This design comes from an exercise in tuning for small area, a short achievable clock period and few clock cycles on the open sky130 flow, not from production work.
RTL that was checked went through simulation tests only; none was proved equivalent to the original.
No functional check of the RTL was part of runs 1 to 3.
No activity file was given, so power comes from the tool's default toggle rates.

[design/flow/config.mk]
export PLATFORM = sky130hd
export DESIGN_NAME = projectCPU2020
export DESIGN_NICKNAME = projectCPU2020
export VERILOG_FILES = /design/flow/design.v
export SDC_FILE = /design/flow/constraint.sdc
export NUM_CORES = 4
export LEC_CHECK = 0
export ABC_AREA = 1
export CAP_MARGIN = 20
export CORE_MARGIN = 2
export CORE_UTILIZATION = 40
export PLACE_DENSITY = 0.6
export SETUP_SLACK_MARGIN = 2.6
export SLEW_MARGIN = 20
export TNS_END_PERCENT = 0
[design/flow/constraint.sdc]
create_clock -name core_clock -period 5.5 [get_ports {clk}]
set_input_delay 1.1000 -clock core_clock [delete_from_list [all_inputs] [get_ports {clk}]]
set_output_delay 1.1000 -clock core_clock [all_outputs]
set_load 0.01 [all_outputs]
[design/flow/design.v]
`timescale 1ns / 1ps
module projectCPU2020(
  clk,
  rst,
  wrEn,
  data_fromRAM,
  addr_toRAM,
  data_toRAM,
  PC,
  W
);
input clk, rst;
input wire [15:0] data_fromRAM;
output wire [15:0] data_toRAM;
output wire wrEn;
output wire [12:0] addr_toRAM;
output reg [12:0] PC;
output reg [15:0] W;
wire [15:0] D = data_fromRAM;
reg        dec, ind;
reg        pend;                   
reg        skp;                    
reg        isSt;                   
reg        xAdd, xNor, xShf, xGt, xLd, xSz, xJmp;   
wire       aZero = (D[12:0] == 13'd0);
wire       dZero = (D == 16'd0);
wire       opSt  = (D[15:13] == 3'd6);
reg  [12:0] pc1;
integer k;
always @(*)
  for (k = 0; k < 13; k = k + 1)
    pc1[k] = PC[k] ^ ((PC & ((13'd1 << k) - 13'd1)) == ((13'd1 << k) - 13'd1));
wire [12:0] nxt = (pend | skp) ? pc1 : PC;
wire        useD = dec | ind | xJmp;
assign addr_toRAM = useD ? {D[12:2], D[1] | (dec & aZero), D[0]} : nxt;
assign wrEn       = (dec & opSt & ~aZero) | (ind & isSt);
assign data_toRAM = W;
wire        hi   = |D[15:6];
wire        left = hi | D[4];           
wire        rot  = hi | D[5];           
wire [3:0]  s    = D[3:0];
wire [3:0]  t    = {s[3] ^ (left & (s[0] | s[1] | s[2])),
                    s[2] ^ (left & (s[0] | s[1])),
                    s[1] ^ (left & s[0]),
                    s[0]};
wire [15:0] r0   = t[0] ? {W[0],     W[15:1]}  : W;
wire [15:0] r1   = t[1] ? {r0[1:0],  r0[15:2]} : r0;
wire [15:0] r2   = t[2] ? {r1[3:0],  r1[15:4]} : r1;
wire [15:0] rr   = t[3] ? {r2[7:0],  r2[15:8]} : r2;
wire [15:0] msk  = rot  ? 16'hFFFF :
                   left ? (16'hFFFF << s) : (16'hFFFF >> s);
wire [15:0] sh   = rr & msk;
wire [16:0] sum  = {1'b0, W ^ {16{xGt}}} + {1'b0, D} + {16'd0, xGt};
wire        gt   = ~sum[16];            
wire        sAdd  = pend & xAdd;
wire        sNor  = pend & xNor;
wire        sShf  = pend & xShf;
wire        sGt   = pend & xGt;
wire        sLd   = pend & xLd;
wire        sKeep = ~(sAdd | sNor | sShf | sGt | sLd);
wire [15:0] res   = ({16{sAdd}}  & sum[15:0]) |
                    ({16{sNor}}  & ~(W | D)) |
                    ({16{sShf}}  & sh) |
                    ({16{sGt}}   & {15'd0, gt}) |
                    ({16{sLd}}   & D) |
                    ({16{sKeep}} & W);
wire goInd = dec & aZero;
wire tk    = pend & xSz & dZero;      
wire st    = (dec & opSt & ~aZero) | (ind & isSt);
always @(posedge clk) begin
  if (rst) begin
    dec  <= 1'b0;
    ind  <= 1'b0;
    skp  <= 1'b0;
    pend <= 1'b0;
    isSt <= 1'b0;
    {xAdd, xNor, xShf, xGt, xLd, xSz, xJmp} <= 7'd0;
    PC   <= 13'd0;
    W    <= 16'd0;
  end else begin
    dec  <= ~dec & ~ind & ~tk;
    ind  <= goInd;
    skp  <= tk;
    if (dec) begin
      isSt <= opSt;
      {xAdd, xNor, xShf, xGt, xLd, xSz, xJmp} <=
        opSt ? 7'd0 :
        {D[15:13] == 3'd0, D[15:13] == 3'd1, D[15:13] == 3'd2, D[15:13] == 3'd3,
         D[15:13] == 3'd5, D[15:13] == 3'd4, D[15:13] == 3'd7};
      pend <= ~aZero & ~opSt;
    end else if (ind) begin
      {xAdd, xNor, xShf, xGt, xLd, xSz, xJmp} <=
        {xAdd, xNor, xShf, xGt, xLd, xSz, xJmp};
      pend <= ~isSt;
    end else begin
      {xAdd, xNor, xShf, xGt, xLd, xSz, xJmp} <= 7'd0;
      pend <= 1'b0;
    end
    if (st)
      PC <= pc1;
    else if (~dec & ~ind)
      PC <= addr_toRAM;    
    W <= res;
  end
end
endmodule
[design/flow/flow/run.sh]
#!/bin/bash
# Standard ORFS layout; port buffers use buf_1 instead of the default pick.
set -euo pipefail
bash standard.sh "BUFFER_PORTS_ARGS=-buffer_cell sky130_fd_sc_hd__buf_1" finish > orfs_make.log 2>&1
[design/flow/standard.sh]
#!/bin/bash
# synth_recipe.tcl (not shown) runs the flow's synth.tcl, then flattens the netlist and writes it again
# the make line also repeats each setting of config.mk as NAME=value (left out here)
make -C /OpenROAD-flow-scripts/flow DESIGN_CONFIG=/design/flow/config.mk WORK_HOME=/design/flow/orfs CLKGATE_MAP_FILE= SYNTH_SCRIPT=/design/flow/synth_recipe.tcl "${@:-finish}"
==> reports/metrics.csv, run 1 <==
stage;metric;value;unit
global_routing;Congestion Overflow GR;0;
critical_path;critical path startpoint category;input port;
sta;Period minus WS final;3180;ps
synth;Distinct cells, synth;50;
synth;Post-synth EDFFs;0;
floorplan;Die H;113;um
clocking;hold_buf cts;0;
route;M1 WL;7.67;mm
placement;# port buffers;76;
floorplan;Starting Density;0.412;
cells_and_area;final non-filler cell area;0.00556;mm2
clocking;clock-pin slew on the worst setup and hold paths;70;ps
critical_path;CP Class;in -> out;
sta;Worst-Margin Slew;634;ps
power;pwr/cell area;173;mW/mm2
global_routing;initial antenna violation count;0;
critical_path;Critical Path Sink Type;output port;
synth;netlist area before placement;0.00473;mm2
route;metal3 WL;1.37;mm
sta;Layout Skew;5.74;ps
cells_and_area;Area growth, synth to finish;17.7;%
synth;Avg Inst Size Synth;6.09;um2
critical_path;critical path fanouts, max;2;
placement;HPWL after DPL;13.1;mm
synth;Synth Flop Type;dfxtp_1;
sta;setup tns final;0;ps
clocking;clock network latency to the later pin of the worst-skew pair;300;ps
clocking;H-tree depth;2;
sta;RSZ-0062 raised after global routing;true;
route;routed vias/inst;5.74;
floorplan;I/O pin cnt;77;
cells_and_area;Final #Nets;888;
route;First-pass DRT Iterations;8;
synth;Post-Syn Instances;776;
sta;post-route clock period utilization;0.578;
synth;Async S/R FF share, synth;0;
sta;post-route setup slack;2320;ps
global_routing;Tot GR Track Use;0.270;
min_path;Hold Crit Class;reg -> reg;
floorplan;row cnt;39;
route;wire length per cell;17.7;um
clocking;CTS tree;built;
critical_path;required time worst endpoint;4400;ps
placement;post-place setup slack;1500;ps
route;Met2 Routed Length;8.13;mm
sta;Final Setup Violations;0;
route;via count;5703;
sta;Final Max Tran Viols;0;
route;uppermost layer routed;met4;
floorplan;Die Area;0.0127;mm2
route;initial DRC count;627;
route;DRC Markers;0;
synth;syn nets;814;
global_routing;pin count of the biggest net entering global routing;37;
route;post-route ant nets;0;
critical_path;Worst Path Arrival;2080;ps
power;worst vdd ir;0.114;mV
placement;Final GP Congestion;0.986;
floorplan;core area;0.0115;mm2
cells_and_area;layout cells sized above 1;0.150;
synth;post-synthesis register bit count;41;
synth;Synthesis Warnings;1;
clocking;Inserted Clock Buffers;5;
clocking;# clock sinks;41;
global_routing;vias in the first global route;5211;
cells_and_area;antenna fix cells;0;
sta;fmax;0.314;GHz
global_routing;global-route wire length before repair;27.4;mm
power;Static Leak;2.54;nW
sta;final hold vios;0;
sta;relative slew slack;0.576;
floorplan;DIE WIDTH;113;um
route;Detailed Route WL;17.6;mm
clocking;Root Buffer;clkbuf_16;
synth;Seq/Total Area, Yosys;0.174;
placement;Cell Area, Placed;0.00495;mm2
flow_run;Max-Cap Viols;0;
run_status;outcome;complete, no violations;
clocking;Longest Clk Path Bufs;2;
worst paths after layout:
kind,slack [ps],start,endpoint,depth (start not counted)
max,2320,data_fromRAM[1],addr_toRAM[1],10
min reg2reg,470,xLd,xLd,2
min,470,xLd,xLd,2
max reg2reg,2810,xGt,W[15],14
layout make-up:
| type | instances | area [um2] |
|---|---|---|
| Clock buffer | 5 | 125 |
| Inverter | 95 | 383 |
| Multi-Input combinational cell | 596 | 3400 |
| Clock inverter | 3 | 25.0 |
| Timing Repair Buffer | 111 | 627 |
| Fill cell | 1183 | 5900 |
| Sequential cell | 41 | 825 |
| Tap cell | 143 | 179 |
cells in the final DEF, fill, tap and decap left out, drive strengths merged, types with 2 or more instances in the layout:
cell,Yosys,layout
a21oi,75,75
nand2,160,160
ha,19,19
o2111ai,3,3
a2111oi,2,2
a31oi,8,8
a22oi,3,3
nand3,128,128
o22ai,5,5
nor4,2,2
a211oi,7,7
dfxtp,41,41
or2,3,3
a221oi,3,3
o221ai,8,8
nor2,77,77
buf,31,108
o21ai,53,53
xor2,20,20
clkbuf,13,8
clkinvlp,0,2
xnor2,3,3
inv,94,95
o211ai,2,2
nor3,7,7
synth_stat cells (3+ instances only):
| master | n | area, um2 |
|---|---|---|
| o221ai_1 | 8 | 70.1 |
| nand3_1 | 116 | 581 |
| nor2_4 | 5 | 56.3 |
| a211oi_1 | 7 | 52.6 |
| nor2_1 | 67 | 251 |
| o22ai_1 | 5 | 31.3 |
| or2_2 | 3 | 18.8 |
| nor3_1 | 7 | 35.0 |
| clkbuf_1 | 13 | 48.8 |
| buf_2 | 7 | 35.0 |
| o21ai_0 | 50 | 250 |
| buf_6 | 5 | 56.3 |
| a22oi_1 | 3 | 22.5 |
| nand3_2 | 11 | 110 |
| a221oi_1 | 3 | 26.3 |
| nand2_1 | 150 | 563 |
| a31oi_1 | 8 | 50.1 |
| xor2_1 | 19 | 166 |
| o2111ai_1 | 3 | 26.3 |
| nor2_2 | 4 | 25.0 |
| inv_2 | 5 | 18.8 |
| inv_1 | 87 | 327 |
| a21oi_1 | 74 | 370 |
| xnor2_1 | 3 | 26.3 |
| ha_1 | 19 | 238 |
| buf_4 | 17 | 128 |
| dfxtp_1 | 41 | 821 |
| nand2_2 | 9 | 56.3 |
what timing repair did:
action                     CTS  global route
setup endpoints to repair   40            30
setup buffers               21             9
pin swaps                    9            16
resized for setup           47            27
cloned                       0             0
logic make-up after synthesis:
family                   Yosys count  share of synthesized area
buffers and inverters            139                      0.135
flip-flops                        41                      0.174
adder cells (fa/ha/maj)           20                     0.0545
AO/OA/AOI/OAI                    174                      0.215
AND/OR/NAND/NOR                  379                      0.375
XOR/XNOR                          23                     0.0466
per-layer routing:
metal	global-route usage	vias up
li1	-	2751
met1	0.386	2641
met2	0.431	270
met3	0.0279	41
met4	0.0772	0
met5	0	-
where the power goes:
part           switching (W)  internal [W]
clock network       0.000153      0.000172
registers          0.0000155      0.000308
logic               0.000204      0.000108
total               0.000372      0.000589
metrics by stage:
step	hold WS [ps]	utilization	cells	power, W
2_1_floorplan	441	-	776	0.000530
3_3_place_gp	454	0.432	956	0.000600
3_5_place_dp	458	0.432	956	0.000603
4_1_cts	469	0.473	985	0.000946
5_1_grt	500	0.485	994	0.000999
6_report	475	0.485	994	0.000961
registers in the layout, indices dropped and copies added (netlist names):
name,flops
xNor,1
xJmp,1
PC,13
xAdd,1
xSz,1
pend,1
xGt,1
dec,1
xShf,1
isSt,1
W,16
ind,1
skp,1
xLd,1
worst max-delay path, cell delays in order:
cell and delay (ps):
buf_12 110, inv_8 60, nand2_8 50, nor2_4 90, nand2_2 80, nor2_4 100, nand3_2 100, a31o_4 240
inv_2 50, buf_6 90
==> run 2, diff against run 1 <==
--- a/design/flow/config.mk
+++ b/design/flow/config.mk
@@ -8,8 +8,8 @@
 export ABC_AREA = 1
 export CAP_MARGIN = 20
 export CORE_MARGIN = 2
-export CORE_UTILIZATION = 40
-export PLACE_DENSITY = 0.6
+export CORE_UTILIZATION = 60
+export PLACE_DENSITY = 0.75
 export SETUP_SLACK_MARGIN = 2.6
 export SLEW_MARGIN = 20
 export TNS_END_PERCENT = 0
==> run 2 against run 1 <==
Compared with the run above: still clean; final area shrank 3.4%; power shrank 7.0%; via count grew 3.6%; maximum frequency shrank 3.4%; register-to-register slack lost 220 ps; critical path type unchanged; critical endpoint unchanged.
==> reports/metrics.csv, run 2 <==
stage;metric;value;unit;change
route;DRC Markers;0;;unchanged
sta;RSZ-0062 raised after global routing;true;;unchanged
critical_path;Worst Reg-to-Reg Cells;14;;unchanged
synth;Seq/Total Area, Yosys;0.174;;unchanged
flow_run;Max-Cap Viols;0;;unchanged
route;post-route ant nets;0;;unchanged
cells_and_area;# fillers;734;;was 1183
sta;post-route clock period utilization;0.599;;was 0.578
sta;final hold vios;0;;unchanged
clocking;clock-pin slew on the worst setup and hold paths;80;ps;was 70 ps
critical_path;Worst Path Arrival;2190;ps;was 2080 ps
floorplan;Die Area;0.00861;mm2;was 0.0127 mm2
synth;Post-synth EDFFs;0;;unchanged
clocking;Longest Clk Path Bufs;2;;unchanged
synth;Distinct cells, synth;50;;unchanged
sta;Final Max Tran Viols;0;;unchanged
sta;Worst-Margin Slew;654;ps;was 634 ps
route;Detailed Route WL;17.1;mm;was 17.6 mm
sta;Final Setup Violations;0;;unchanged
sta;setup tns final;0;ps;unchanged
power;worst vdd ir;0.201;mV;was 0.114 mV
clocking;hold_buf cts;0;;unchanged
power;pwr/cell area;166;mW/mm2;was 173 mW/mm2
critical_path;r2r startpoint;xGt;;unchanged
floorplan;DIE WIDTH;92.8;um;was 113 um
min_path;Min-Delay Endpoint;xAdd;;was xLd
sta;Period minus WS final;3290;ps;was 3180 ps
critical_path;critical path's slowest cell;a31o_4;;unchanged
clocking;H-tree depth;2;;unchanged
placement;Final GP Congestion;1.05;;was 0.986
synth;post-synthesis register bit count;41;;unchanged
clocking;# clock sinks;41;;unchanged
critical_path;critical path startpoint category;input port;;unchanged
clocking;Root Buffer;clkbuf_8;;was clkbuf_16
min_path;Hold Crit Class;reg -> reg;;unchanged
critical_path;R2R setup slack;2590;ps;was 2810 ps
placement;post-place setup slack;1780;ps;was 1500 ps
route;via count;5906;;was 5703
synth;Synth area leaders;dfxtp_1, nand3_1, nand2_1;;unchanged
sta;post-route setup slack;2210;ps;was 2320 ps
synth;Yosys top cell by area;dfxtp_1;;unchanged
power;Static Leak;2.46;nW;was 2.54 nW
cells_and_area;biggest regs;W: 16 flops, PC: 13 flops;;unchanged
sta;relative slew slack;0.563;;was 0.576
synth;most numerous cell in the Yosys netlist;nand2_1;;unchanged
cells_and_area;layout cells sized above 1;0.128;;was 0.150
critical_path;CP Class;in -> out;;unchanged
global_routing;initial antenna violation count;0;;unchanged
sta;fmax;0.304;GHz;was 0.314 GHz
cells_and_area;antenna fix cells;0;;unchanged
cells_and_area;fin util;0.699;;was 0.485
route;initial DRC count;554;;was 627
placement;# placed instances;915;;was 956
floorplan;Die H;92.8;um;was 113 um
global_routing;global-route wire length before repair;26.0;mm;was 27.4 mm
global_routing;Congestion Overflow GR;0;;unchanged
cells_and_area;final non-filler cell area;0.00537;mm2;was 0.00556 mm2
floorplan;row cnt;32;;was 39
global_routing;Tot GR Track Use;0.385;;was 0.270
critical_path;Critical Path Sink Type;output port;;unchanged
synth;share of the synthesized area in the top cell type;0.174;;unchanged
synth;Synthesis Warnings;1;;unchanged
critical_path;CP Launch Point;data_fromRAM[0];;was data_fromRAM[1]
critical_path;required time worst endpoint;4400;ps;about the same
floorplan;core area;0.00769;mm2;was 0.0115 mm2
cells_and_area;most flop-heavy register;W;;unchanged
global_routing;pin count of the biggest net entering global routing;37;;unchanged
cells_and_area;fin cells;945;;was 994
synth;Post-synth top cells;nand2_1, nand3_1, inv_1, a21oi_1, nor2_1;;unchanged
placement;HPWL after DPL;12.6;mm;was 13.1 mm
critical_path;worst-path cell chain;buf_6 -> buf_12 -> clkinv_8 -> nand2_8 -> nor2_4 -> nand2_2 -> nor2_4 -> nand3_2 -> a31o_4 -> inv_2 -> buf_6;;was buf_12 -> inv_8 -> nand2_8 -> nor2_4 -> nand2_2 -> nor2_4 -> nand3_2 -> a31o_4 -> inv_2 -> buf_6
route;wire length per cell;18.1;um;was 17.7 um
route;First-pass DRT Iterations;8;;unchanged
synth;Post-Syn Instances;776;;unchanged
clocking;Inserted Clock Buffers;5;;unchanged
run_status;outcome;complete, no violations;;unchanged
min_path;HP Start;xAdd;;was xLd
synth;Synth Flop Type;dfxtp_1;;unchanged
floorplan;Starting Density;0.615;;was 0.412
min_path;Worst Hold Depth;2;;unchanged
synth;netlist area before placement;0.00473;mm2;unchanged
cells_and_area;commonest non-fill, non-tap cell in the layout;nand2_1;;unchanged
global_routing;vias in the first global route;5186;;was 5211
synth;Async S/R FF share, synth;0;;unchanged
cells_and_area;Area growth, synth to finish;13.6;%;was 17.7%
cells_and_area;commonest non-fill, non-tap cells in the layout;nand2_1, nand3_1, inv_1, a21oi_1, buf_1;;unchanged
route;routed vias/inst;6.25;;was 5.74
synth;syn nets;814;;unchanged
placement;# port buffers;76;;unchanged
clocking;clock network latency to the later pin of the worst-skew pair;310;ps;was 300 ps
critical_path;slowest stage delay, CP;250;ps;was 240 ps
placement;Cell Area, Placed;0.00490;mm2;was 0.00495 mm2
critical_path;critical path fanouts, max;3;;was 2
critical_path;RR Endpoint;W[11];;was W[15]
clocking;CTS tree;built;;unchanged
sta;Layout Skew;9.75;ps;was 5.74 ps
floorplan;I/O pin cnt;77;;unchanged
cells_and_area;max FFs per register;16;;unchanged
cells_and_area;Final #Nets;880;;was 888
synth;Avg Inst Size Synth;6.09;um2;unchanged
-- run 2: cell counts after synthesis --
Identical to the previous run, type by type.
-- run 2: stage by stage --
stage	hold slack, ps	power [W]
after floorplan	441	0.000530
after global routing	519	0.000930
after CTS	475	0.000867
after detailed placement	459	0.000599
final	471	0.000894
after global placement	458	0.000594
-- run 2: worst max-delay path: cells and delay by family --
family,cells,cell delay (ps)
AOI/OAI and AO/OA,1,250
buffers and inverters,5,410
and+or+nand+nor,5,430
-- run 2: how the worst max path moves through the flow --
| stage | end | slack (ps) | cells past startpoint |
|---|---|---|---|
| 4_1_cts | addr_toRAM[1] | 2140 | 11 |
| 5_1_grt | addr_toRAM[8] | 2120 | 11 |
| 2_1_floorplan | addr_toRAM[1] | 2360 | 9 |
| 3_3_place_gp | wrEn | 1840 | 11 |
| 3_5_place_dp | wrEn | 1780 | 11 |
| 6_report | addr_toRAM[1] | 2210 | 11 |
-- run 2: final cells by class --
class                   count  area, um2  share of cell area
flip-flops and latches     41        826               0.154
repair buffers            103        558               0.104
well taps                 102        128              0.0238
clock inverters             3       46.3             0.00862
multi-input cells         596       3360               0.626
clock buffers               5       68.8              0.0128
inverters                  95        380              0.0708
-- run 2: metal layers --
metal	up-vias	GRT usage	routed length, um
met5	-	0	0
met4	0	0.174	787
met3	60	0.0651	1830
met2	407	0.650	7990
met1	2695	0.478	6520
li1	2744	-	-
-- run 2: timing repair --
item | CTS | global route
setup buffers | 11 | 10
pin swaps | 7 | 10
endpoints found under the setup margin | 30 | 30
gates resized for setup | 24 | 26
cloned | 1 | 0
-- run 2: cell families (layout without fill, tap and decap cells) --
kind of cell | after synthesis | count (layout) | synth area share
flops | 41 | 41 | 0.174
compound gates | 174 | 174 | 0.215
fa+ha+maj | 20 | 20 | 0.0545
simple gates | 379 | 379 | 0.375
xor+xnor | 23 | 23 | 0.0466
buf+inv | 139 | 206 | 0.135
-- run 2: report_power, final --
| group | internal (W) | switching, W |
|---|---|---|
| clock network | 0.000136 | 0.000123 |
| registers | 0.000308 | 0.0000164 |
| logic | 0.000107 | 0.000203 |
==> run 3, diff against run 2 <==
--- a/design/flow/design.v
+++ b/design/flow/design.v
@@ -30,9 +30,8 @@
 always @(*)
   for (k = 0; k < 13; k = k + 1)
     pc1[k] = PC[k] ^ ((PC & ((13'd1 << k) - 13'd1)) == ((13'd1 << k) - 13'd1));
-wire [12:0] nxt = (pend | skp) ? pc1 : PC;
 wire        useD = dec | ind | xJmp;
-assign addr_toRAM = useD ? {D[12:2], D[1] | (dec & aZero), D[0]} : nxt;
+assign addr_toRAM = useD ? {D[12:2], D[1] | (dec & aZero), D[0]} : pc1;
 assign wrEn       = (dec & opSt & ~aZero) | (ind & isSt);
 assign data_toRAM = W;
 wire        hi   = |D[15:6];
@@ -66,7 +65,6 @@
                     ({16{sKeep}} & W);
 wire goInd = dec & aZero;
 wire tk    = pend & xSz & dZero;      
-wire st    = (dec & opSt & ~aZero) | (ind & isSt);
 always @(posedge clk) begin
   if (rst) begin
     dec  <= 1'b0;
@@ -75,7 +73,7 @@
     pend <= 1'b0;
     isSt <= 1'b0;
     {xAdd, xNor, xShf, xGt, xLd, xSz, xJmp} <= 7'd0;
-    PC   <= 13'd0;
+    PC   <= 13'h1FFF;    
     W    <= 16'd0;
   end else begin
     dec  <= ~dec & ~ind & ~tk;
@@ -96,10 +94,8 @@
       {xAdd, xNor, xShf, xGt, xLd, xSz, xJmp} <= 7'd0;
       pend <= 1'b0;
     end
-    if (st)
-      PC <= pc1;
-    else if (~dec & ~ind)
-      PC <= addr_toRAM;    
+    if (~dec & ~ind)
+      PC <= xJmp ? D[12:0] : pc1;    
     W <= res;
   end
 end
--- a/design/flow/config.mk
+++ b/design/flow/config.mk
@@ -8,8 +8,8 @@
 export ABC_AREA = 1
 export CAP_MARGIN = 20
 export CORE_MARGIN = 2
-export CORE_UTILIZATION = 60
-export PLACE_DENSITY = 0.75
+export CORE_UTILIZATION = 40
+export PLACE_DENSITY = 0.6
 export SETUP_SLACK_MARGIN = 2.6
 export SLEW_MARGIN = 20
 export TNS_END_PERCENT = 0
==> run 3 against run 2 <==
Compared with the run above: synthesized area decreased by 7.1%; first-iteration DRC count is 23% lower; die area up 38%; clock skew up 4.2 ps; critical endpoint unchanged; sequential share of layout area rose by 0.83 points; utilization down 24 points; still clean on timing, DRC and antenna; highest routed layer unchanged; via count is 11% lower; final area fell by 7.4%; critical path depth shrank 2; largest power group is now combinational logic; final cell count decreased by 3.3%; non-clock buffer count is 14 lower; power grew 2.3%.
==> reports/metrics.csv, run 3 <==
stage;metric;value;unit;change
clocking;# clock sinks;40;;was 41
clocking;H-tree depth;2;;unchanged
floorplan;DIE WIDTH;109;um;was 92.8 um
clocking;Longest Clk Path Bufs;2;;unchanged
placement;# port buffers;76;;unchanged
cells_and_area;commonest non-fill, non-tap cell in the layout;nand2_1;;unchanged
synth;Post-synth EDFFs;0;;unchanged
global_routing;global-route wire length before repair;25.0;mm;was 26.0 mm
min_path;Hold Crit Class;reg -> reg;;unchanged
sta;Period minus WS final;3300;ps;was 3290 ps
cells_and_area;Multi-input gate area;0.00312;mm2;was 0.00336 mm2
route;Detailed Route WL;16.3;mm;was 17.1 mm
cells_and_area;# fillers;1201;;was 734
power;pwr/cell area;184;mW/mm2;was 166 mW/mm2
synth;Distinct cells, synth;40;;was 50
power;Final Power;0.000914;W;was 0.000894 W
cells_and_area;antenna fix cells;0;;unchanged
critical_path;Critical Path Sink Type;output port;;unchanged
route;wire length per cell;17.9;um;was 18.1 um
sta;fmax;0.303;GHz;was 0.304 GHz
sta;Final Max Tran Viols;0;;unchanged
critical_path;r2r startpoint;xGt;;unchanged
route;initial DRC count;425;;was 554
route;post-route ant nets;0;;unchanged
sta;Final Setup Violations;0;;unchanged
floorplan;Starting Density;0.407;;was 0.615
synth;Synthesis Warnings;1;;unchanged
cells_and_area;max FFs per register;16;;unchanged
placement;Final GP Congestion;0.976;;was 1.05
route;First-pass DRT Iterations;6;;was 8
cells_and_area;biggest regs;W: 16 flops, PC: 13 flops;;unchanged
floorplan;core area;0.0108;mm2;was 0.00769 mm2
placement;post-place setup slack;1690;ps;was 1780 ps
clocking;clock network latency to the later pin of the worst-skew pair;310;ps;about the same
clocking;Root Buffer;clkbuf_8;;unchanged
power;Static Leak;2.27;nW;was 2.46 nW
clocking;Inserted Clock Buffers;5;;unchanged
cells_and_area;most flop-heavy register;W;;unchanged
synth;Yosys top cell by area;dfxtp_1;;unchanged
critical_path;CP Launch Point;data_fromRAM[6];;was data_fromRAM[0]
floorplan;Die H;109;um;was 92.8 um
synth;share of the synthesized area in the top cell type;0.182;;was 0.174
clocking;hold_buf cts;0;;unchanged
min_path;HP Start;xNor;;was xAdd
critical_path;required time worst endpoint;4400;ps;about the same
global_routing;initial antenna violation count;0;;unchanged
placement;HPWL after DPL;12.6;mm;about the same
route;routed vias/inst;5.72;;was 6.25
synth;Synth Flop Type;dfxtp_1;;unchanged
sta;setup tns final;0;ps;unchanged
cells_and_area;Final #Nets;811;;was 880
synth;Avg Inst Size Synth;6.11;um2;was 6.09 um2
critical_path;Worst Path Arrival;2200;ps;was 2190 ps
cells_and_area;FF+latch area;806;um2;was 826 um2
global_routing;Tot GR Track Use;0.276;;was 0.385
sta;Layout Skew;13.9;ps;was 9.75 ps
floorplan;row cnt;38;;was 32
sta;relative slew slack;0.488;;was 0.563
global_routing;pin count of the biggest net entering global routing;42;;was 37
sta;final hold vios;0;;unchanged
synth;most numerous cell in the Yosys netlist;nand2_1;;unchanged
synth;Seq/Total Area, Yosys;0.182;;was 0.174
floorplan;Die Area;0.0118;mm2;was 0.00861 mm2
synth;Synth area leaders;dfxtp_1, nand3_1, nand2_1;;unchanged
synth;netlist area before placement;0.00439;mm2;was 0.00473 mm2
synth;Post-synth top cells;nand2_1, nand3_1, inv_1, a21oi_1, o21ai_0;;was nand2_1, nand3_1, inv_1, a21oi_1, nor2_1
synth;Post-Syn Instances;719;;was 776
run_status;outcome;complete, no violations;;unchanged
floorplan;I/O pin cnt;77;;unchanged
clocking;CTS tree;built;;unchanged
route;via count;5232;;was 5906
clocking;clock-pin slew on the worst setup and hold paths;100;ps;was 80 ps
sta;RSZ-0062 raised after global routing;true;;unchanged
cells_and_area;layout cells sized above 1;0.0995;;was 0.128
power;worst vdd ir;0.103;mV;was 0.201 mV
critical_path;critical path fanouts, max;2;;was 3
synth;post-synthesis register bit count;40;;was 41
cells_and_area;Area growth, synth to finish;13.2;%;was 13.6%
sta;Worst-Margin Slew;767;ps;was 654 ps
sta;post-route clock period utilization;0.599;;about the same
synth;syn nets;757;;was 814
cells_and_area;commonest non-fill, non-tap cells in the layout;nand2_1, nand3_1, a21oi_1, inv_1, buf_1;;was nand2_1, nand3_1, inv_1, a21oi_1, buf_1
critical_path;critical path startpoint category;input port;;unchanged
global_routing;Congestion Overflow GR;0;;unchanged
route;DRC Markers;0;;unchanged
critical_path;CP Class;in -> out;;unchanged
synth;Async S/R FF share, synth;0;;unchanged
critical_path;R2R setup slack;2360;ps;was 2590 ps
sta;post-route setup slack;2200;ps;was 2210 ps
global_routing;vias in the first global route;4626;;was 5186
flow_run;Max-Cap Viols;0;;unchanged
run 3: worst paths after layout:
check,depth (start not counted),to
setup / recovery,9,addr_toRAM[1]
hold / removal,2,xNor
setup reg to reg,14,W[15]
hold reg to reg,2,xNor
run 3: worst max-delay path, stage by stage:
cell and delay [ps]:
buf_8 100, nor2_4 150, nand3_2 130, nor4_4 300
nand2_1 100, nand2_1 70, nand2_1 60, nand2_2 70
buf_6 90
run 3: what timing repair did:
action                     in CTS  in global routing
pin swaps                       6                  5
setup endpoints to repair      30                 30
setup buffers                   6                  5
resized for setup              37                  8
run 3: kinds of logic (layout without fill, tap and decap cells):
group | after synthesis | in the layout | synth area share
AOI/OAI and AO/OA | 169 | 169 | 0.219
xor gates and xnor gates | 22 | 22 | 0.0481
adders and majority gates | 20 | 20 | 0.0587
buffers and inverters | 126 | 181 | 0.132
DFF | 40 | 40 | 0.182
and+or+nand+nor | 342 | 342 | 0.360
run 3: layout make-up:
cell class | count | area share
clock inverter | 3 | 0.00856
tap | 140 | 0.0352
inverter | 84 | 0.0652
sequential | 40 | 0.162
multi-input combinational | 553 | 0.627
timing repair buffer | 89 | 0.0883
clock buffer | 5 | 0.0138
run 3: stage by stage:
step	hold slack (ps)	instance area [um2]	instances	util
final	477	4970	914	0.461
after global routing	497	4970	914	0.461
after CTS	476	4910	909	0.455
after detailed placement	462	4640	895	0.430
after global placement	453	4640	895	0.430
after floorplan	441	4440	719	-
run 3: report_power, final:
group	internal, W	switching (W)	leakage (nW)
registers	0.000306	0.0000194	0.327
logic	0.000116	0.000218	1.89
clock network	0.000135	0.000120	0.0541
total	0.000557	0.000357	2.27
run 3: layer usage:
| layer | wire (um) | GRT usage |
|---|---|---|
| met1 | 7060 | 0.363 |
| met2 | 7950 | 0.482 |
| met3 | 981 | 0.0275 |
| met4 | 341 | 0.0733 |
| met5 | 0 | 0 |
==> run 4, diff against run 3 <==
--- a/design/flow/design.v
+++ b/design/flow/design.v
@@ -20,8 +20,15 @@
 reg        dec, ind;
 reg        pend;                   
 reg        skp;                    
-reg        isSt;                   
-reg        xAdd, xNor, xShf, xGt, xLd, xSz, xJmp;   
+reg  [2:0] inst;                   
+wire       xAdd = pend & (inst == 3'd0);
+wire       xNor = pend & (inst == 3'd1);
+wire       xShf = pend & (inst == 3'd2);
+wire       xGt  = pend & (inst == 3'd3);
+wire       xSz  = pend & (inst == 3'd4);
+wire       xLd  = pend & (inst == 3'd5);
+wire       xJmp = pend & (inst == 3'd7);
+wire       isSt = (inst == 3'd6);
 wire       aZero = (D[12:0] == 13'd0);
 wire       dZero = (D == 16'd0);
 wire       opSt  = (D[15:13] == 3'd6);
@@ -71,29 +78,15 @@
     ind  <= 1'b0;
     skp  <= 1'b0;
     pend <= 1'b0;
-    isSt <= 1'b0;
-    {xAdd, xNor, xShf, xGt, xLd, xSz, xJmp} <= 7'd0;
     PC   <= 13'h1FFF;    
     W    <= 16'd0;
   end else begin
     dec  <= ~dec & ~ind & ~tk;
     ind  <= goInd;
     skp  <= tk;
-    if (dec) begin
-      isSt <= opSt;
-      {xAdd, xNor, xShf, xGt, xLd, xSz, xJmp} <=
-        opSt ? 7'd0 :
-        {D[15:13] == 3'd0, D[15:13] == 3'd1, D[15:13] == 3'd2, D[15:13] == 3'd3,
-         D[15:13] == 3'd5, D[15:13] == 3'd4, D[15:13] == 3'd7};
-      pend <= ~aZero & ~opSt;
-    end else if (ind) begin
-      {xAdd, xNor, xShf, xGt, xLd, xSz, xJmp} <=
-        {xAdd, xNor, xShf, xGt, xLd, xSz, xJmp};
-      pend <= ~isSt;
-    end else begin
-      {xAdd, xNor, xShf, xGt, xLd, xSz, xJmp} <= 7'd0;
-      pend <= 1'b0;
-    end
+    if (dec)
+      inst <= D[15:13];
+    pend <= (dec & ~aZero & ~opSt) | (ind & ~isSt);
     if (~dec & ~ind)
       PC <= xJmp ? D[12:0] : pc1;    
     W <= res;
--- a/design/flow/config.mk
+++ b/design/flow/config.mk
@@ -10,6 +10,6 @@
 export CORE_MARGIN = 2
 export CORE_UTILIZATION = 40
 export PLACE_DENSITY = 0.6
-export SETUP_SLACK_MARGIN = 2.6
+export SETUP_SLACK_MARGIN = 2.9
 export SLEW_MARGIN = 20
 export TNS_END_PERCENT = 0
==> run 4 against run 3 <==
Compared with the run above: still clean; worst hold slack better by 29 ps; power is 4.4% higher; combinational power is 14% higher; die area is 4.3% lower; wire length is 0.97% higher; synthesized area is 4.4% lower; non-clock buffer count is 5 higher; final cell count is 2.5% lower.
==> reports/metrics.csv, run 4 <==
stage;metric;value;unit;change
clocking;hold_buf cts;0;;unchanged
route;Detailed Route WL;16.5;mm;was 16.3 mm
synth;post-synthesis register bit count;35;;was 40
cells_and_area;layout cells sized above 1;0.107;;was 0.0995
power;Static Leak;2.15;nW;was 2.27 nW
critical_path;critical path fanouts, max;5;;was 2
synth;Seq/Total Area, Yosys;0.174;;was 0.182
global_routing;pin count of the biggest net entering global routing;36;;was 42
synth;share of the synthesized area in the top cell type;0.168;;was 0.182
clocking;Longest Clk Path Bufs;2;;unchanged
route;DRC Markers;0;;unchanged
min_path;Hold Crit Class;reg -> reg;;unchanged
cells_and_area;most flop-heavy register;W;;unchanged
critical_path;CP Launch Point;data_fromRAM[6];;unchanged
power;pwr/cell area;197;mW/mm2;was 184 mW/mm2
clocking;# clock sinks;35;;was 40
route;initial DRC count;537;;was 425
global_routing;global-route wire length before repair;25.6;mm;was 25.0 mm
cells_and_area;biggest regs;W: 16 flops, PC: 13 flops, inst: 3 flops;;was W: 16 flops, PC: 13 flops
sta;post-route clock period utilization;0.583;;was 0.599
cells_and_area;max FFs per register;16;;unchanged
sta;Final Hold Slack;506;ps;was 477 ps
synth;Post-synth EDFFs;3;;was 0
synth;Avg Inst Size Synth;6.07;um2;was 6.11 um2
synth;netlist area before placement;0.00420;mm2;was 0.00439 mm2
synth;Yosys top cell by area;nand3_1;;was dfxtp_1
floorplan;I/O pin cnt;77;;unchanged
sta;Worst-Margin Slew;757;ps;was 767 ps
critical_path;r2r startpoint;inst[2];;was xGt
run_status;outcome;complete, no violations;;unchanged
placement;# port buffers;76;;unchanged
sta;setup tns final;0;ps;unchanged
sta;Final Max Tran Viols;0;;unchanged
synth;Distinct cells, synth;41;;was 40
clocking;clock network latency to the later pin of the worst-skew pair;330;ps;was 310 ps
sta;Layout Skew;18.3;ps;was 13.9 ps
global_routing;initial antenna violation count;2;;was 0
floorplan;core area;0.0103;mm2;was 0.0108 mm2
synth;Synthesis Warnings;1;;unchanged
critical_path;CP Class;in -> out;;unchanged
sta;final hold vios;0;;unchanged
sta;Period minus WS final;3210;ps;was 3300 ps
min_path;HP Start;ind;;was xNor
route;wire length per cell;18.5;um;was 17.9 um
power;worst vdd ir;0.0797;mV;was 0.103 mV
critical_path;critical path startpoint category;input port;;unchanged
flow_run;Max-Cap Viols;0;;unchanged
synth;Post-synth top cells;nand2_1, nand3_1, inv_1, a21oi_1, o21ai_0;;unchanged
critical_path;Critical Path Sink Type;output port;;unchanged
clocking;H-tree depth;2;;unchanged
sta;relative slew slack;0.493;;was 0.488
synth;syn nets;734;;was 757
global_routing;Tot GR Track Use;0.291;;was 0.276
floorplan;Starting Density;0.409;;was 0.407
synth;Synth Flop Type;dfxtp_1;;unchanged
route;via count;5257;;was 5232
floorplan;DIE WIDTH;106;um;was 109 um
sta;RSZ-0062 raised after global routing;true;;unchanged
placement;HPWL after DPL;12.7;mm;was 12.6 mm
route;routed vias/inst;5.90;;was 5.72
floorplan;Die Area;0.0113;mm2;was 0.0118 mm2
cells_and_area;Area growth, synth to finish;15.2;%;was 13.2%
clocking;Inserted Clock Buffers;5;;unchanged
floorplan;Die H;106;um;was 109 um
critical_path;required time worst endpoint;4400;ps;about the same
synth;Synth area leaders;nand3_1, dfxtp_1, nand2_1;;was dfxtp_1, nand3_1, nand2_1
cells_and_area;final non-filler cell area;0.00484;mm2;was 0.00497 mm2
floorplan;row cnt;37;;was 38
clocking;CTS tree;built;;unchanged
cells_and_area;# fillers;1104;;was 1201
clocking;clock-pin slew on the worst setup and hold paths;90;ps;was 100 ps
placement;Final GP Congestion;0.974;;was 0.976
cells_and_area;commonest non-fill, non-tap cells in the layout;nand2_1, nand3_1, inv_1, buf_1, a21oi_1;;was nand2_1, nand3_1, a21oi_1, inv_1, buf_1
synth;Async S/R FF share, synth;0;;unchanged
synth;Post-Syn Instances;692;;was 719
route;First-pass DRT Iterations;6;;unchanged
global_routing;vias in the first global route;4761;;was 4626
route;post-route ant nets;0;;unchanged
cells_and_area;fin util;0.471;;was 0.461
power;Final Power;0.000954;W;was 0.000914 W
sta;fmax;0.312;GHz;was 0.303 GHz
cells_and_area;Final #Nets;795;;was 811
clocking;Root Buffer;clkbuf_8;;unchanged
global_routing;Congestion Overflow GR;0;;unchanged
sta;Final Setup Violations;0;;unchanged
critical_path;Worst Path Arrival;2110;ps;was 2200 ps
placement;Cell Area, Placed;0.00445;mm2;was 0.00464 mm2
[run 4: critical path: stages]
cell     delay [ps]
buf_2           140
nor2_4          100
nand3_2         100
nor2_4          110
nand4_1         100
o21ai_1         130
o21ai_1          90
nand2_1          90
buf_2           130
[run 4: cell type report]
type	instances	area (um2)	area share
antenna	1	2.50	0.000517
clock buffer	5	68.8	0.0142
clock inverter	3	47.5	0.00983
inverter	73	278	0.0574
multi-input combinational	544	3070	0.634
sequential	35	736	0.152
tap	136	170	0.0352
timing repair buffer	94	469	0.0970
[run 4: path summary, 6_finish.rpt]
check | cells after the start | slack [ps] | endpoint
max | 9 | 2290 | addr_toRAM[1]
min | 2 | 510 | pend
max reg2reg | 13 | 2550 | W[10]
min reg2reg | 2 | 510 | pend
[run 4: cell families after synthesis]
logic type / Yosys count / share of synthesized area
buf+inv: 114 / 0.125
fa+ha+maj: 24 / 0.0733
xor+xnor: 21 / 0.0438
simple gates: 347 / 0.381
flops: 35 / 0.174
compound gates: 151 / 0.203
[run 4: metrics by stage]
step / instances / setup slack [ps]
after floorplan: 692 / 2440
after global placement: 865 / 1950
after detailed placement: 865 / 1910
after CTS: 886 / 2320
after global routing: 890 / 2200
final: 891 / 2290
[run 4: power breakdown]
part | switching (W) | internal, W
clock network | 0.000131 | 0.000138
logic | 0.000249 | 0.000133
registers | 0.0000257 | 0.000277
total | 0.000406 | 0.000548
[run 4: metal layers]
layer  vias to the layer above  global-route usage  wire length (um)
met2                       280               0.464              7240
met5                         -                   0                13
met4                         2               0.102               542
met3                        33              0.0503              1390
met1                      2452               0.395              7300
li1                       2490                   -                 -
[run 4: what timing repair did]
action                                 4_1_cts  5_1_grt
setup buffers                               12        4
pin swaps                                   13        2
cloned                                       1        0
setup endpoints to repair                   30       30
resized for setup                           43        5
endpoints found under the hold margin        0        0
Testbench counts of run 4, summed over its fixed seeds: cycles 64,920.
==> run 5, diff against run 4 <==
--- a/design/flow/config.mk
+++ b/design/flow/config.mk
@@ -10,6 +10,6 @@
 export CORE_MARGIN = 2
 export CORE_UTILIZATION = 40
 export PLACE_DENSITY = 0.6
-export SETUP_SLACK_MARGIN = 2.9
+export SETUP_SLACK_MARGIN = 2.2
 export SLEW_MARGIN = 20
 export TNS_END_PERCENT = 0
==> run 5 against run 4 <==
Compared with the run above: still clean; maximum frequency shrank 2.3%; via count grew 1.0%; highest routed layer is now met4; critical path depth grew 1; critical endpoint unchanged; largest power group unchanged; clock power shrank 25%; count of clock-buffer cells in the layout is the same; die area is the same; global-route usage shrank 1.6 points; synthesized area is the same; worst hold slack lost 7.9 ps; power shrank 7.3%; worst setup slack lost 75 ps.
==> reports/metrics.csv, run 5 <==
stage;metric;value;unit;change
run_status;outcome;complete, no violations;;unchanged
flow_run;Max-Cap Viols;0;;unchanged
cells_and_area;most flop-heavy register;W;;unchanged
route;DRC Markers;0;;unchanged
route;post-route ant nets;0;;unchanged
synth;Synth Flop Type;dfxtp_1;;unchanged
synth;Post-synth top cells;nand2_1, nand3_1, inv_1, a21oi_1, o21ai_0;;unchanged
synth;mux cell area share after synthesis;0;;unchanged
power;pwr/cell area;183;mW/mm2;was 197 mW/mm2
route;routed vias/inst;5.96;;was 5.90
clocking;# clock sinks;35;;unchanged
floorplan;row cnt;37;;unchanged
critical_path;required time worst endpoint;4400;ps;about the same
critical_path;Critical Path Sink Type;output port;;unchanged
min_path;Min-Delay Endpoint;pend;;unchanged
synth;Post-synth EDFFs;3;;unchanged
synth;Yosys top cell by area;nand3_1;;unchanged
synth;post-synthesis adder-cell area fraction;0.0733;;unchanged
sta;post-route clock period utilization;0.597;;was 0.583
cells_and_area;Area growth, synth to finish;15.3;%;was 15.2%
cells_and_area;final non-filler cell area;0.00484;mm2;about the same
floorplan;Die Area;0.0113;mm2;unchanged
cells_and_area;layout cells sized above 1;0.106;;was 0.107
synth;Seq/Total Area, Yosys;0.174;;unchanged
cells_and_area;biggest regs;W: 16 flops, PC: 13 flops, inst: 3 flops;;unchanged
synth;Compound-Gate Fraction of Synth Area;0.203;;unchanged
synth;Simple-Gate Fraction of Synth Area;0.381;;unchanged
placement;Cell Area, Placed;0.00443;mm2;was 0.00445 mm2
route;Detailed Route WL;16.1;mm;was 16.5 mm
synth;netlist area before placement;0.00420;mm2;unchanged
cells_and_area;fin util;0.471;;about the same
synth;Synthesis Warnings;1;;unchanged
floorplan;I/O pin cnt;77;;unchanged
critical_path;slowest stage delay, CP;150;ps;was 140 ps
min_path;Hold Crit Class;reg -> reg;;unchanged
route;First-pass DRT Iterations;5;;was 6
placement;HPWL after DPL;12.2;mm;was 12.7 mm
global_routing;pin count of the biggest net entering global routing;27;;was 36
critical_path;critical path fanouts, max;2;;was 5
synth;post-synthesis register bit count;35;;unchanged
sta;Worst-Margin Slew;775;ps;was 757 ps
sta;fmax;0.305;GHz;was 0.312 GHz
sta;final hold vios;0;;unchanged
critical_path;critical path startpoint category;input port;;unchanged
cells_and_area;Final #Nets;796;;was 795
synth;Post-Syn Instances;692;;unchanged
synth;Distinct cells, synth;41;;unchanged
sta;Layout Skew;12.7;ps;was 18.3 ps
clocking;Longest Clk Path Bufs;2;;unchanged
min_path;HP Start;ind;;unchanged
route;wire length per cell;18.0;um;was 18.5 um
clocking;Inserted Clock Buffers;5;;unchanged
cells_and_area;antenna fix cells;0;;was 1
sta;RSZ-0062 raised after global routing;true;;unchanged
sta;Period minus WS final;3280;ps;was 3210 ps
route;via count;5310;;was 5257
clocking;Root Buffer;clkbuf_8;;unchanged
floorplan;core area;0.0103;mm2;unchanged
critical_path;r2r startpoint;inst[2];;unchanged
synth;Async S/R FF share, synth;0;;unchanged
clocking;CTS tree;built;;unchanged
critical_path;Worst Path Arrival;2180;ps;was 2110 ps
critical_path;Worst Reg-to-Reg Cells;15;;was 13
sta;relative slew slack;0.481;;was 0.493
clocking;H-tree depth;2;;unchanged
clocking;clock network latency to the later pin of the worst-skew pair;300;ps;was 330 ps
power;Static Leak;2.16;nW;was 2.15 nW
placement;Final GP Congestion;0.985;;was 0.974
critical_path;CP Class;in -> out;;unchanged
synth;Synth area leaders;nand3_1, dfxtp_1, nand2_1;;unchanged
floorplan;DIE WIDTH;106;um;unchanged
sta;setup tns final;0;ps;unchanged
cells_and_area;max FFs per register;16;;unchanged
global_routing;vias in the first global route;4649;;was 4761
sta;Final Setup Violations;0;;unchanged
global_routing;initial antenna violation count;0;;was 2
placement;# port buffers;76;;unchanged
critical_path;RR Endpoint;W[0];;was W[10]
global_routing;Congestion Overflow GR;0;;unchanged
synth;syn nets;734;;unchanged
floorplan;Die H;106;um;unchanged
synth;Synth Area in XOR/XNOR;0.0438;;unchanged
synth;share of the synthesized area in the top cell type;0.168;;unchanged
critical_path;CP Launch Point;data_fromRAM[0];;was data_fromRAM[6]
global_routing;Tot GR Track Use;0.275;;was 0.291
sta;Final Hold Slack;498;ps;was 506 ps
global_routing;global-route wire length before repair;24.7;mm;was 25.6 mm
route;initial DRC count;554;;was 537
sta;Final Max Tran Viols;0;;unchanged
critical_path;critical path's slowest cell;o21ai_1;;was buf_2
synth;largest family of logic cells by synthesized area;simple AND/OR/NAND/NOR gates;;unchanged
min_path;Worst Hold Depth;2;;unchanged
critical_path;worst-path cell chain;buf_8 -> buf_12 -> nor2_4 -> nand2_4 -> nor2_4 -> nand4_1 -> o21ai_1 -> o21ai_1 -> nand2_1 -> buf_2;;was buf_2 -> nor2_4 -> nand3_2 -> nor2_4 -> nand4_1 -> o21ai_1 -> o21ai_1 -> nand2_1 -> buf_2
floorplan;Starting Density;0.409;;unchanged
synth;Avg Inst Size Synth;6.07;um2;unchanged
cells_and_area;commonest non-fill, non-tap cells in the layout;nand2_1, nand3_1, buf_1, inv_1, a21oi_1;;was nand2_1, nand3_1, inv_1, buf_1, a21oi_1
critical_path;R2R setup slack;2500;ps;was 2550 ps
clocking;clock-pin slew on the worst setup and hold paths;90;ps;about the same
power;worst vdd ir;0.111;mV;was 0.0797 mV
run 5: layout make-up:
class | instances | area (um2)
Multi-Input combinational cell | 544 | 3070
Sequential cell | 35 | 733
Tap cell | 136 | 170
Inverter | 73 | 278
Clock inverter | 3 | 20.0
Fill cell | 1133 | 5430
Timing Repair Buffer | 95 | 508
Clock buffer | 5 | 68.8
run 5: repair_timing:
action / CTS / global route
hold buffers: 0 / 0
buffers inserted: 7 / 9
resized for setup: 28 / 36
setup endpoints to repair: 14 / 16
gates cloned: 2 / 0
pin swaps: 7 / 11
run 5: logic make-up after synthesis:
logic type	count (synthesis)
and+or+nand+nor	347
AOI/OAI and AO/OA	151
buffers and inverters	114
DFF	35
adders and majority gates	24
xor gates and xnor gates	21
run 5: per-stage QoR:
| step | power [W] | worst slack, ps | cells |
|---|---|---|---|
| after CTS | 0.000848 | 2170 | 882 |
| after floorplan | 0.000547 | 2260 | 692 |
| after global placement | 0.000637 | 1720 | 865 |
| after global routing | 0.000935 | 2140 | 891 |
| final | 0.000884 | 2220 | 891 |
| after detailed placement | 0.000642 | 1650 | 865 |
run 5: worst max-delay path: cells and delay by family:
kind / cells / cell delay, ps
AO/OA/AOI/OAI: 2 / 240
buffers and inverters: 3 / 350
AND/OR/NAND/NOR: 5 / 500
run 5: power breakdown:
group | total (W) | switching (W) | leakage, nW | internal, W
sequential | 0.000301 | 0.0000237 | 0.290 | 0.000277
clock | 0.000201 | 0.000112 | 0.0402 | 0.0000884
combinational | 0.000383 | 0.000248 | 1.83 | 0.000135
total | 0.000884 | 0.000384 | 2.16 | 0.000500
run 5: layer usage:
metal,part of all wire,vias up,track usage
li1,-,2502,-
met1,0.44,2469,0.391
met2,0.43,303,0.424
met3,0.093,36,0.0429
met4,0.035,0,0.0918
met5,0,-,0
run 5: worst max-delay path by stage:
| stage | end | depth (start not counted) |
|---|---|---|
| global route | addr_toRAM[1] | 10 |
| global placement | addr_toRAM[1] | 9 |
| finish | addr_toRAM[1] | 10 |
| CTS | addr_toRAM[1] | 10 |
| detailed placement | addr_toRAM[1] | 9 |
| floorplan | addr_toRAM[1] | 8 |
==> run 6, diff against run 5 <==
--- a/design/flow/config.mk
+++ b/design/flow/config.mk
@@ -6,10 +6,10 @@
 export NUM_CORES = 4
 export LEC_CHECK = 0
 export ABC_AREA = 1
-export CAP_MARGIN = 20
+export CAP_MARGIN = 0
 export CORE_MARGIN = 2
 export CORE_UTILIZATION = 40
 export PLACE_DENSITY = 0.6
-export SETUP_SLACK_MARGIN = 2.2
-export SLEW_MARGIN = 20
+export SETUP_SLACK_MARGIN = 2.6
+export SLEW_MARGIN = 0
 export TNS_END_PERCENT = 0
==> run 6 against run 5 <==
Compared with the run above: maximum frequency increased by 2.3%; final area decreased by 0.10%; worst hold slack improved by 7.9 ps; final cell count unchanged; utilization about the same; worst setup slack improved by 75 ps; critical path depth decreased by 1; via count decreased by 1.0%; largest power group unchanged; highest routed layer is now met5.
==> reports/metrics.csv, run 6 <==
stage;metric;value;unit;change
power;Sw Share;0.426;;was 0.435
global_routing;Tot GR Track Use;0.291;;was 0.275
synth;Post-Syn Instances;692;;unchanged
global_routing;Congestion Overflow GR;0;;unchanged
cells_and_area;max FFs per register;16;;unchanged
critical_path;required time worst endpoint;4400;ps;about the same
flow_run;Max-Cap Viols;0;;unchanged
route;wire length per cell;18.5;um;was 18.0 um
clocking;Root Buffer;clkbuf_8;;unchanged
sta;Final Max Tran Viols;0;;unchanged
synth;Async S/R FF share, synth;0;;unchanged
critical_path;Worst Path Arrival;2110;ps;was 2180 ps
critical_path;critical path fanouts, max;5;;was 2
sta;Period minus WS final;3210;ps;was 3280 ps
clocking;Inserted Clock Buffers;5;;unchanged
placement;# placed instances;865;;unchanged
power;clock power share;0.282;;was 0.227
critical_path;worst-path cell chain;buf_2 -> nor2_4 -> nand3_2 -> nor2_4 -> nand4_1 -> o21ai_1 -> o21ai_1 -> nand2_1 -> buf_2;;was buf_8 -> buf_12 -> nor2_4 -> nand2_4 -> nor2_4 -> nand4_1 -> o21ai_1 -> o21ai_1 -> nand2_1 -> buf_2
sta;final hold vios;0;;unchanged
placement;# port buffers;76;;unchanged
synth;Synthesis Warnings;1;;unchanged
sta;Worst-Margin Slew;757;ps;was 775 ps
critical_path;critical path startpoint category;input port;;unchanged
floorplan;I/O pin cnt;77;;unchanged
synth;Avg Inst Size Synth;6.07;um2;unchanged
sta;Final Setup Violations;0;;unchanged
synth;Synth area leaders;nand3_1, dfxtp_1, nand2_1;;unchanged
power;Sw Pwr;0.000406;W;was 0.000384 W
global_routing;initial antenna violation count;2;;was 0
cells_and_area;most flop-heavy register;W;;unchanged
clocking;clock network latency to the later pin of the worst-skew pair;330;ps;was 300 ps
sta;post-route clock period utilization;0.583;;was 0.597
cells_and_area;layout cells sized above 1;0.107;;was 0.106
route;routed vias/inst;5.90;;was 5.96
critical_path;CP Class;in -> out;;unchanged
sta;setup tns final;0;ps;unchanged
sta;fmax;0.312;GHz;was 0.305 GHz
global_routing;pin count of the biggest net entering global routing;36;;was 27
cells_and_area;fin cells;891;;unchanged
critical_path;Critical Path Sink Type;output port;;unchanged
power;worst vdd ir;0.0797;mV;was 0.111 mV
synth;post-synthesis register bit count;35;;unchanged
floorplan;row cnt;37;;unchanged
cells_and_area;commonest non-fill, non-tap cells in the layout;nand2_1, nand3_1, inv_1, buf_1, a21oi_1;;was nand2_1, nand3_1, buf_1, inv_1, a21oi_1
clocking;hold_buf cts;0;;unchanged
route;Detailed Route WL;16.5;mm;was 16.1 mm
run_status;outcome;complete, no violations;;unchanged
floorplan;Die Area;0.0113;mm2;unchanged
placement;HPWL after DPL;12.7;mm;was 12.2 mm
power;pwr/cell area;197;mW/mm2;was 183 mW/mm2
synth;Synth Flop Type;dfxtp_1;;unchanged
floorplan;Die H;106;um;unchanged
placement;Final GP Congestion;0.974;;was 0.985
route;First-pass DRT Iterations;6;;was 5
critical_path;slowest stage delay, CP;140;ps;was 150 ps
global_routing;vias in the first global route;4761;;was 4649
clocking;# clock sinks;35;;unchanged
global_routing;global-route wire length before repair;25.6;mm;was 24.7 mm
critical_path;critical path's slowest cell;buf_2;;was o21ai_1
power;Static Leak;2.15;nW;was 2.16 nW
floorplan;DIE WIDTH;106;um;unchanged
synth;Post-synth EDFFs;3;;unchanged
floorplan;Starting Density;0.409;;unchanged
min_path;Hold Crit Class;reg -> reg;;unchanged
clocking;Longest Clk Path Bufs;2;;unchanged
sta;relative slew slack;0.493;;was 0.481
synth;syn nets;734;;unchanged
power;sequential share of power;0.317;;was 0.340
power;Int Pwr;0.000548;W;was 0.000500 W
sta;Layout Skew;18.3;ps;was 12.7 ps
power;Logic pwr share;0.401;;was 0.433
sta;Final Hold Slack;506;ps;was 498 ps
cells_and_area;biggest regs;W: 16 flops, PC: 13 flops, inst: 3 flops;;unchanged
synth;Yosys top cell by area;nand3_1;;unchanged
floorplan;core area;0.0103;mm2;unchanged
synth;share of the synthesized area in the top cell type;0.168;;unchanged
synth;Distinct cells, synth;41;;unchanged
synth;netlist area before placement;0.00420;mm2;unchanged
route;initial DRC count;537;;was 554
clocking;CTS tree;built;;unchanged
cells_and_area;# fillers;1104;;was 1133
sta;RSZ-0062 raised after global routing;true;;unchanged
clocking;clock-pin slew on the worst setup and hold paths;90;ps;about the same
clocking;H-tree depth;2;;unchanged
synth;Seq/Total Area, Yosys;0.174;;unchanged
route;post-route ant nets;0;;unchanged
cells_and_area;Area growth, synth to finish;15.2;%;was 15.3%
route;DRC Markers;0;;unchanged
synth;Post-synth top cells;nand2_1, nand3_1, inv_1, a21oi_1, o21ai_0;;unchanged
route;via count;5257;;was 5310
cells_and_area;Final #Nets;795;;was 796
==> run 6: cell counts after synthesis <==
No cell type changed its count.
==> run 6: power groups by stage <==
stage	logic [W]	clock network [W]	registers, W
2_1_floorplan	0.000244	0	0.000307
3_3_place_gp	0.000339	0	0.000304
3_5_place_dp	0.000341	0	0.000305
4_1_cts	0.000369	0.000273	0.000301
5_1_grt	0.000422	0.000284	0.000305
6_report	0.000382	0.000269	0.000302
==> run 6: stage by stage <==
stage / area [um2] / setup WS, ps / total power, W / util
6_report: 4840 / 2290 / 0.000954 / 0.471
5_1_grt: 4840 / 2200 / 0.00101 / 0.471
4_1_cts: 4790 / 2320 / 0.000944 / 0.466
3_5_place_dp: 4450 / 1910 / 0.000646 / 0.433
3_3_place_gp: 4450 / 1950 / 0.000643 / 0.433
2_1_floorplan: 4250 / 2440 / 0.000551 / -
==> run 6: kinds of logic (layout without fill, tap and decap cells) <==
family	Yosys count	count (layout)	synth area share
adder cells (fa/ha/maj)	24	24	0.0733
XOR/XNOR	21	21	0.0438
other	0	1	0
flip-flops	35	35	0.174
AND/OR/NAND/NOR	347	348	0.381
buffers and inverters	114	175	0.125
AO/OA/AOI/OAI	151	151	0.203
==> run 6: critical path: cells and delay by family <==
family          cells  cell delay, ps
simple gates        5             500
buf+inv             2             270
compound gates      2             220
==> run 6: final timing paths <==
path | from | to | slack, ps | cells after the start
max | data_fromRAM[6] | addr_toRAM[1] | 2290 | 9
min reg2reg | ind | pend | 510 | 2
min | ind | pend | 510 | 2
max reg2reg | inst[2] | W[10] | 2550 | 13
==> run 6: cell type report <==
cell class	instances	area (um2)	share of cell area
Multi-Input combinational cell	544	3070	0.634
Inverter	73	278	0.0574
Tap cell	136	170	0.0352
Clock buffer	5	68.8	0.0142
Antenna cell	1	2.50	0.000517
Timing Repair Buffer	94	469	0.0970
Sequential cell	35	736	0.152
Clock inverter	3	47.5	0.00983
==> run 6: per-layer routing <==
layer	vias to the layer above	global-route usage	part of all wire
li1	2490	-	-
met1	2452	0.395	0.44
met2	280	0.464	0.44
met3	33	0.0503	0.084
met4	2	0.102	0.033
met5	-	0	0.00079
==> run 6: timing repair <==
| action | 4_1_cts | 5_1_grt |
|---|---|---|
| resized for setup | 43 | 5 |
| pin swaps | 13 | 2 |
| gates cloned | 1 | 0 |
| setup endpoints to repair | 30 | 30 |
| hold endpoints to repair | 0 | 0 |
| buffers inserted | 12 | 4 |
==> run 7, diff against run 6 <==
--- a/design/flow/config.mk
+++ b/design/flow/config.mk
@@ -6,10 +6,10 @@
 export NUM_CORES = 4
 export LEC_CHECK = 0
 export ABC_AREA = 1
-export CAP_MARGIN = 0
+export CAP_MARGIN = 20
 export CORE_MARGIN = 2
 export CORE_UTILIZATION = 40
 export PLACE_DENSITY = 0.6
 export SETUP_SLACK_MARGIN = 2.6
-export SLEW_MARGIN = 0
+export SLEW_MARGIN = 20
 export TNS_END_PERCENT = 0
==> run 7 against run 6 <==
Compared with the run above: still clean; maximum frequency is the same; non-clock buffer count did not move; final cell count is the same; sequential share of layout area is the same; worst setup slack unchanged; clock power is essentially flat; power unchanged; first-iteration DRC count did not move; via count did not move; global-route usage is the same; critical path type unchanged.
==> reports/metrics.csv, run 7 <==
stage;metric;value;unit;change
run_status;outcome;complete, no violations;;unchanged
synth;netlist area before placement;0.00420;mm2;unchanged
cells_and_area;Area growth, synth to finish;15.2;%;unchanged
synth;Post-Syn Instances;692;;unchanged
global_routing;initial antenna violation count;2;;unchanged
power;Static Leak;2.15;nW;unchanged
route;metal3 WL;1.39;mm;unchanged
route;Detailed Route WL;16.5;mm;unchanged
route;wire length per cell;18.5;um;unchanged
sta;Layout Skew;18.3;ps;unchanged
global_routing;vias in the first global route;4761;;unchanged
placement;Final GP Congestion;0.974;;unchanged
cells_and_area;max FFs per register;16;;unchanged
floorplan;Starting Density;0.409;;unchanged
route;Met2 Routed Length;7.24;mm;unchanged
clocking;# clock sinks;35;;unchanged
power;Sw Share;0.426;;unchanged
synth;post-synthesis register bit count;35;;unchanged
power;Int Pwr;0.000548;W;unchanged
clocking;H-tree depth;2;;unchanged
floorplan;DIE WIDTH;106;um;unchanged
route;First-pass DRT Iterations;6;;unchanged
floorplan;core area;0.0103;mm2;unchanged
route;uppermost layer routed;met5;;unchanged
global_routing;pin count of the biggest net entering global routing;36;;unchanged
synth;Post-synth EDFFs;3;;unchanged
clocking;clock-pin slew on the worst setup and hold paths;90;ps;about the same
sta;Period minus WS final;3210;ps;unchanged
route;M1 WL;7.30;mm;unchanged
synth;Synth Area in XOR/XNOR;0.0438;;unchanged
global_routing;Tot GR Track Use;0.291;;unchanged
sta;RSZ-0062 raised after global routing;true;;unchanged
sta;post-route clock period utilization;0.583;;unchanged
clocking;Root Buffer;clkbuf_8;;unchanged
floorplan;I/O pin cnt;77;;unchanged
sta;Final Setup Violations;0;;unchanged
global_routing;global-route wire length before repair;25.6;mm;unchanged
synth;Yosys top cell by area;nand3_1;;unchanged
placement;Cell Area, Placed;0.00445;mm2;unchanged
floorplan;Die Area;0.0113;mm2;unchanged
synth;Post-synth top cells;nand2_1, nand3_1, inv_1, a21oi_1, o21ai_0;;unchanged
critical_path;CP Class;in -> out;;unchanged
clocking;Longest Clk Path Bufs;2;;unchanged
synth;syn nets;734;;unchanged
critical_path;Worst Path Arrival;2110;ps;about the same
cells_and_area;most flop-heavy register;W;;unchanged
clocking;clock network latency to the later pin of the worst-skew pair;330;ps;about the same
synth;mux cell area share after synthesis;0;;unchanged
power;Logic pwr share;0.401;;about the same
power;sequential share of power;0.317;;about the same
cells_and_area;layout cells sized above 1;0.107;;unchanged
power;Sw Pwr;0.000406;W;unchanged
synth;Synthesis Warnings;1;;unchanged
synth;Compound-Gate Fraction of Synth Area;0.203;;unchanged
global_routing;Congestion Overflow GR;0;;unchanged
route;initial DRC count;537;;unchanged
route;post-route ant nets;0;;unchanged
sta;Final Max Tran Viols;0;;unchanged
power;pwr/cell area;197;mW/mm2;unchanged
power;clock power share;0.282;;about the same
floorplan;row cnt;37;;unchanged
power;worst vdd ir;0.0797;mV;unchanged
synth;Simple-Gate Fraction of Synth Area;0.381;;unchanged
cells_and_area;biggest regs;W: 16 flops, PC: 13 flops, inst: 3 flops;;unchanged
synth;Async S/R FF share, synth;0;;unchanged
sta;Worst-Margin Slew;757;ps;unchanged
sta;setup tns final;0;ps;unchanged
synth;largest family of logic cells by synthesized area;simple AND/OR/NAND/NOR gates;;unchanged
critical_path;critical path startpoint category;input port;;unchanged
synth;post-synthesis adder-cell area fraction;0.0733;;unchanged
placement;HPWL after DPL;12.7;mm;unchanged
critical_path;required time worst endpoint;4400;ps;about the same
critical_path;critical path fanouts, max;5;;unchanged
cells_and_area;final non-filler cell area;0.00484;mm2;unchanged
synth;share of the synthesized area in the top cell type;0.168;;unchanged
clocking;CTS tree;built;;unchanged
sta;final hold vios;0;;unchanged
flow_run;Max-Cap Viols;0;;unchanged
min_path;Hold Crit Class;reg -> reg;;unchanged
synth;Distinct cells, synth;41;;unchanged
route;DRC Markers;0;;unchanged
cells_and_area;Final #Nets;795;;unchanged
synth;Synth area leaders;nand3_1, dfxtp_1, nand2_1;;unchanged
synth;Avg Inst Size Synth;6.07;um2;unchanged
route;routed vias/inst;5.90;;unchanged
clocking;Inserted Clock Buffers;5;;unchanged
synth;Synth Flop Type;dfxtp_1;;unchanged
cells_and_area;# fillers;1104;;unchanged
sta;relative slew slack;0.493;;unchanged
critical_path;Critical Path Sink Type;output port;;unchanged
cells_and_area;commonest non-fill, non-tap cells in the layout;nand2_1, nand3_1, inv_1, buf_1, a21oi_1;;unchanged
sta;fmax;0.312;GHz;unchanged
placement;# port buffers;76;;unchanged
route;via count;5257;;unchanged
floorplan;Die H;106;um;unchanged
synth;Seq/Total Area, Yosys;0.174;;unchanged
run 7: cell counts after synthesis:
Identical to the previous run, type by type.
run 7: metal layers:
layer,global-route usage,vias to the layer above
li1,-,2490
met1,0.395,2452
met3,0.0503,33
met5,0,-
met4,0.102,2
met2,0.464,280
run 7: critical path, cell delays in order:
cell and delay, ps:
buf_2 140, nor2_4 100, nand3_2 100, nor2_4 110
nand4_1 100, o21ai_1 130, o21ai_1 90, nand2_1 90
buf_2 130
run 7: layout make-up:
type	count	area, um2	area share
antenna	1	2.50	0.000517
tap	136	170	0.0352
sequential	35	736	0.152
timing repair buffer	94	469	0.0970
inverter	73	278	0.0574
multi-input combinational	544	3070	0.634
clock buffer	5	68.8	0.0142
clock inverter	3	47.5	0.00983
run 7: what timing repair did:
item	CTS	global route
setup buffers	12	4
hold buffers	0	0
pin swaps	13	2
setup endpoints to repair	30	30
gates cloned	1	0
resized for setup	43	5
run 7: power groups by stage:
stage | combinational, W | clock [W] | sequential (W)
finish | 0.000382 | 0.000269 | 0.000302
CTS | 0.000369 | 0.000273 | 0.000301
detailed placement | 0.000341 | 0 | 0.000305
global placement | 0.000339 | 0 | 0.000304
global route | 0.000422 | 0.000284 | 0.000305
floorplan | 0.000244 | 0 | 0.000307
run 7: metrics by stage:
stage / utilization / hold WS, ps / std cells / power (W) / setup slack [ps]
after global routing: 0.471 / 531 / 890 / 0.00101 / 2200
final: 0.471 / 506 / 891 / 0.000954 / 2290
after global placement: 0.433 / 478 / 865 / 0.000643 / 1950
after CTS: 0.466 / 496 / 886 / 0.000944 / 2320
after detailed placement: 0.433 / 481 / 865 / 0.000646 / 1910
after floorplan: - / 458 / 692 / 0.000551 / 2440
run 7: final timing paths:
path,slack (ps),start,to,depth (start not counted)
max,2290,data_fromRAM[6],addr_toRAM[1],9
min,510,ind,pend,2
max reg2reg,2550,inst[2],W[10],13
min reg2reg,510,ind,pend,2
run 7: logic make-up after synthesis:
family,after synthesis
adder cells (fa/ha/maj),24
AND/OR/NAND/NOR,347
flip-flops,35
XOR/XNOR,21
buffers and inverters,114
AO/OA/AOI/OAI,151

## separate check: timing with driven ports
Ports are ideal in the flow. The routed layouts listed here were re-timed in OpenROAD. Step 1: set_driving_cell puts a clkbuf_16 on clk and a buf_2 on each other input, an assumption about the parent block. Step 2, shift: input delay + t, output delay - t, t = (earliest + latest rising clock arrival at the registers) / 2. This alone moves slack from input paths to output paths. a / b / c = ideal ports / drivers / drivers and shift; a / b = the first two.
| run | shift t [ns] | setup slack, ns | worst hold slack (ns) | clock arrival spread, ns |
|---|---|---|---|---|
| run 1 | 0.332 | 2.320 / 2.273 / 2.114 | 0.475 / 0.475 / 0.475 | 0.008 / 0.008 |
| run 2 | 0.335 | 2.207 / 2.170 / 1.946 | 0.471 / 0.471 / 0.471 | 0.010 / 0.009 |
| run 3 | 0.339 | 2.205 / 2.167 / 2.110 | 0.477 / 0.477 / 0.477 | 0.014 / 0.014 |
| run 4 | 0.352 | 2.291 / 2.267 / 2.050 | 0.506 / 0.506 / 0.506 | 0.018 / 0.019 |
| run 5 | 0.326 | 2.217 / 2.175 / 2.021 | 0.498 / 0.498 / 0.498 | 0.013 / 0.013 |
| run 6 | 0.352 | 2.291 / 2.267 / 2.050 | 0.506 / 0.506 / 0.506 | 0.018 / 0.019 |
| run 7 | 0.352 | 2.291 / 2.267 / 2.050 | 0.506 / 0.506 / 0.506 | 0.018 / 0.019 |
After both steps every run listed still meets setup and hold. The setup slack of run 2, which loses most, moves by -0.037 ns with the drivers and by -0.261 ns with both steps.
